From an optimization exercise on the open Yosys and OpenROAD flow, aimed at small area; shortcuts taken in it are not production practice.
Where RTL was checked, it was by simulation tests only, not by an equivalence proof against the original.

Design acdma_top, start of the top module:
module acdma_top (
  input  logic         clk,
  input  logic         rst,
  input  logic [127:0] data_in,
  output logic [127:0] decoded_out
);
clock: 4.0 ns
lec_check: 0
cap_margin: 20
core_margin: 2
core_utilization: 40
place_density: 0.6
slew_margin: 20
run.sh (not shown) runs the stock make flow with config.mk's settings and CLKGATE_MAP_FILE= SYNTH_SCRIPT=/design/flow/synth_recipe.tcl, a recipe that flattens the netlist after the stock synthesis.
Edit:
--- a/flow/design.v
+++ b/flow/design.v
@@ -269,54 +269,36 @@
   wire ts98, tc98;
   assign {tc98, ts98} = tc83 + tc82 + ts85;
   wire ts99, tc99;
   assign {tc99, ts99} = tc85 + tc84 + ts87;
   wire ts100, tc100;
   assign {tc100, ts100} = tc87 + tc86 + ts89;
   wire ts101, tc101;
   assign {tc101, ts101} = tc89 + tc88 + ts91;
   wire ts102, tc102;
   assign {tc102, ts102} = tc91 + tc90 + ts93;
   wire ts103, tc103;
   assign {tc103, ts103} = tc93 + tc92 + tc76;
-  wire ts104, tc104;
-  assign {tc104, ts104} = ts52 + ts77;
-  wire ts105, tc105;
-  assign {tc105, ts105} = tc94 + ts78 + ts95;
-  wire ts106, tc106;
-  assign {tc106, ts106} = tc95 + ts80 + ts96;
-  wire ts107, tc107;
-  assign {tc107, ts107} = tc96 + ts82 + ts97;
-  wire ts108, tc108;
-  assign {tc108, ts108} = tc97 + ts84 + ts98;
-  wire ts109, tc109;
-  assign {tc109, ts109} = tc98 + ts86 + ts99;
-  wire ts110, tc110;
-  assign {tc110, ts110} = tc99 + ts88 + ts100;
-  wire ts111, tc111;
-  assign {tc111, ts111} = tc100 + ts90 + ts101;
-  wire ts112, tc112;
-  assign {tc112, ts112} = tc101 + ts92 + ts102;
-  wire ts113, tc113;
-  assign {tc113, ts113} = tc102 + tc75 + ts103;
-  wire [11:0] t0 = {1'b0, tc103, ts113, ts112, ts111, ts110, ts109, ts108, ts107, ts106, ts105, ts104};
-  wire [11:0] t1 = {1'b0, tc113, tc112, tc111, tc110, tc109, tc108, tc107, tc106, tc105, tc104, ts94};
-  logic [11:0] a0, a1;
+  wire [11:0] t0 = {1'b0, tc103, ts103, ts102, ts101, ts100, ts99, ts98, ts97, ts96, ts95, ts94};
+  wire [11:0] t1 = {1'b0, 1'b0, tc75, ts92, ts90, ts88, ts86, ts84, ts82, ts80, ts78, ts77};
+  wire [11:0] t2 = {1'b0, 1'b0, tc102, tc101, tc100, tc99, tc98, tc97, tc96, tc95, tc94, ts52};
+  logic [11:0] a0, a1, a2;
   logic [11:0] r1, r2, x;
   logic [7:0] xd;
   wire sel = ~ph[0];   
   always_ff @(posedge clk) begin
     a0 <= t0;
     a1 <= t1;
-    r1 <= a0 + a1;
+    a2 <= t2;
+    r1 <= a0 + a1 + a2;
     r2 <= r1;
     x  <= (sel ? {r2[10:0], 1'b0} : r2) + (sel ? ~x : r1);
     xd <= x[11:4];
   end
   logic [7:0] sl, sh;
   logic clr_lo, clr_hi;
   assign clr_lo = (ph == 4'd4) | (ph == 4'd5);
   always_comb begin
     case (ph)
       4'd0: sl = 8'haa;
       4'd1: sl = 8'h55;
       4'd2: sl = 8'h00;
The new run finished clean.
Global-route usage hardly moves.
Synthesized area is about the same.
Clock-buffer cell count rises by 14.
Final area falls by 1.4%.
Routed wire length falls by about 0.4%.
Die area stays flat.
Synthesized cell count falls by 0.36%.
Setup slack gets better by 130 ps.
Via count falls by 1.4%.
Non-clock buffer count rises by 9.
No run of this note included a check of the RTL's function; only the layout flow was run.

========
== rev 12 ==
acdma_top, a different RTL version from the one above (not shown whole).
Size: roughly 260 I/O pins, roughly 15000 µm² of cells after synthesis.
clock: 4.0 ns
lec_check: 0
cap_margin: 20
core_margin: 2
core_utilization: 40
place_density: 0.6
slew_margin: 20
synth_hierarchical: 1
synth_minimum_keep_size: 0
standard.sh (not shown) runs the stock make flow with config.mk's settings and CLKGATE_MAP_FILE= SYNTH_SCRIPT=/design/flow/synth_recipe.tcl, a recipe that flattens the netlist after the stock synthesis.
==> flow/flow/run.sh <==
#!/bin/bash
# The standard layout, with the smallest buffer on every input and output port
# instead of the flow's default choice, and clock tree synthesis without dummy
# loads and with smaller clock buffers.  make's output goes to flow_make.log.
set -euo pipefail
export BUFFER_PORTS_ARGS="-buffer_cell sky130_fd_sc_hd__buf_1"
export CTS_ARGS="-sink_clustering_enable -repair_clock_nets -dont_use_dummy_load -buf_list {sky130_fd_sc_hd__clkbuf_8 sky130_fd_sc_hd__clkbuf_16} -sink_clustering_size 30 -sink_clustering_max_diameter 100"
bash standard.sh > flow_make.log 2>&1
What rev 13 does differently from rev 12 at the input level:
--- a/flow/design.v
+++ b/flow/design.v
@@ -294,16 +294,35 @@
   wire ts101, tc101;
   fa3 uts101 (.a(tc89), .b(tc88), .c(ts91), .s(ts101), .co(tc101));
   wire ts102, tc102;
   fa3 uts102 (.a(tc91), .b(tc90), .c(ts93), .s(ts102), .co(tc102));
   wire ts103, tc103;
   fa3 uts103 (.a(tc93), .b(tc92), .c(tc76), .s(ts103), .co(tc103));
-  wire [11:0] t0 = {1'b0, tc103, ts103, ts102, ts101, ts100, ts99, ts98, ts97, ts96, ts95, ts94};
-  wire [11:0] t1 = {1'b0, 1'b0, tc75, ts92, ts90, ts88, ts86, ts84, ts82, ts80, ts78, ts77};
-  wire [11:0] t2 = {1'b0, 1'b0, tc102, tc101, tc100, tc99, tc98, tc97, tc96, tc95, tc94, ts52};
-  logic [11:0] a0, a1, a2;
+  wire ts104, tc104;
+  ha2 uts104 (.a(ts52), .b(ts77), .s(ts104), .co(tc104));
+  wire ts105, tc105;
+  fa3 uts105 (.a(tc94), .b(ts78), .c(ts95), .s(ts105), .co(tc105));
+  wire ts106, tc106;
+  fa3 uts106 (.a(tc95), .b(ts80), .c(ts96), .s(ts106), .co(tc106));
+  wire ts107, tc107;
+  fa3 uts107 (.a(tc96), .b(ts82), .c(ts97), .s(ts107), .co(tc107));
+  wire ts108, tc108;
+  fa3 uts108 (.a(tc97), .b(ts84), .c(ts98), .s(ts108), .co(tc108));
+  wire ts109, tc109;
+  fa3 uts109 (.a(tc98), .b(ts86), .c(ts99), .s(ts109), .co(tc109));
+  wire ts110, tc110;
+  fa3 uts110 (.a(tc99), .b(ts88), .c(ts100), .s(ts110), .co(tc110));
+  wire ts111, tc111;
+  fa3 uts111 (.a(tc100), .b(ts90), .c(ts101), .s(ts111), .co(tc111));
+  wire ts112, tc112;
+  fa3 uts112 (.a(tc101), .b(ts92), .c(ts102), .s(ts112), .co(tc112));
+  wire ts113, tc113;
+  fa3 uts113 (.a(tc102), .b(tc75), .c(ts103), .s(ts113), .co(tc113));
+  wire [11:0] t0 = {1'b0, tc103, ts113, ts112, ts111, ts110, ts109, ts108, ts107, ts106, ts105, ts104};
+  wire [11:0] t1 = {1'b0, tc113, tc112, tc111, tc110, tc109, tc108, tc107, tc106, tc105, tc104, ts94};
+  logic [11:0] a0, a1;
   logic [11:0] r1, r2;
   logic [11:3] r3;
   logic [3:0] xl;
   logic [7:0] xd;
   logic cx;
   wire sel = ~ph[0];
@@ -328,14 +347,13 @@
   fa3 uxh5 (.a(ya[5]), .b(yb[5]), .c(yc[5]), .s(ys[5]), .co(yc[6]));
   fa3 uxh6 (.a(ya[6]), .b(yb[6]), .c(yc[6]), .s(ys[6]), .co(yc[7]));
   assign ys[7] = ya[7] ^ yb[7] ^ yc[7];
   always_ff @(posedge clk) begin
     a0 <= t0;
     a1 <= t1;
-    a2 <= t2;
-    r1 <= a0 + a1 + a2;
+    r1 <= a0 + a1;
     r2 <= r1;
     r3 <= r2[11:3];
     xl <= xs;
     cx <= xc[4];
     xd <= ys;
   end
==> comparison <==
- Between rev 13 and rev 12, the met1 track demand over resource in global routing is lower for rev 13.
- Rev 13 against rev 12: die outline height -about 0.7%, shortest clock period the worst path allows after layout +0.13 ns.
- From rev 12 to rev 13 the numbers moved as follows: number of multi-input combinational cells increased by 17 relative to the old numbers; post-layout instance count excluding filler cells decreased by 21 relative to the old numbers; area growth from synthesis to layout increased by 4.5 points relative to the old numbers.
- Summary of rev 13 over rev 12: later-pin clock latency in the skew report flat, highest clock frequency the design can meet decreased by 0.0083 GHz relative to the old numbers.
- Rev 13 ran in full, but the layout does not pass; the checks complain about setup timing.
- More vias were needed by rev 13 than by rev 12.
- Rev 13: fraction of standard cell area in multi-input logic is 0.86 points higher than what rev 12 reported.
- Diff rev 12 -> rev 13: pin count of the biggest net entering global routing now sits higher, area of all placed cells without fillers now sits higher.
The RTL of rev 13 was laid out without a check of its function.

[re-timing with driven ports]
In the flow no input, the clock included, has a driving cell. The finished layouts below were timed again as built, in two steps. Step 1 sets driving cells, clkbuf_16 on the clock port and buf_2 on the other inputs (assumed; they add their load-dependent delay and slew). Step 2, shift: input delay + t, output delay - t, t = (earliest + latest rising clock arrival at the registers) / 2. This alone moves slack from input paths to output paths. Slacks: ideal ports / drivers / drivers and shift; pairs: ideal ports / drivers.
run	t (ns)	setup WS [ns]	hold slack, ns	pins driven straight from the clock port
the first run of note 1	0.611	0.032 / 0.058 / -0.553	0.306 / 0.306 / 0.306	1
the second run of note 1	0.548	0.162 / 0.162 / -0.248	0.323 / 0.323 / 0.323	1
rev 12	0.523	0.085 / 0.085 / 0.085	0.322 / 0.322 / 0.322	1
rev 13	0.518	-0.046 / -0.046 / -0.254	0.330 / 0.330 / 0.330	1
With both steps, setup timing fails in the first run of note 1 and the second run of note 1, where it was met with ideal ports. The setup slack of the first run of note 1, which loses most, moves by +0.026 ns with the drivers and by -0.585 ns with both steps.
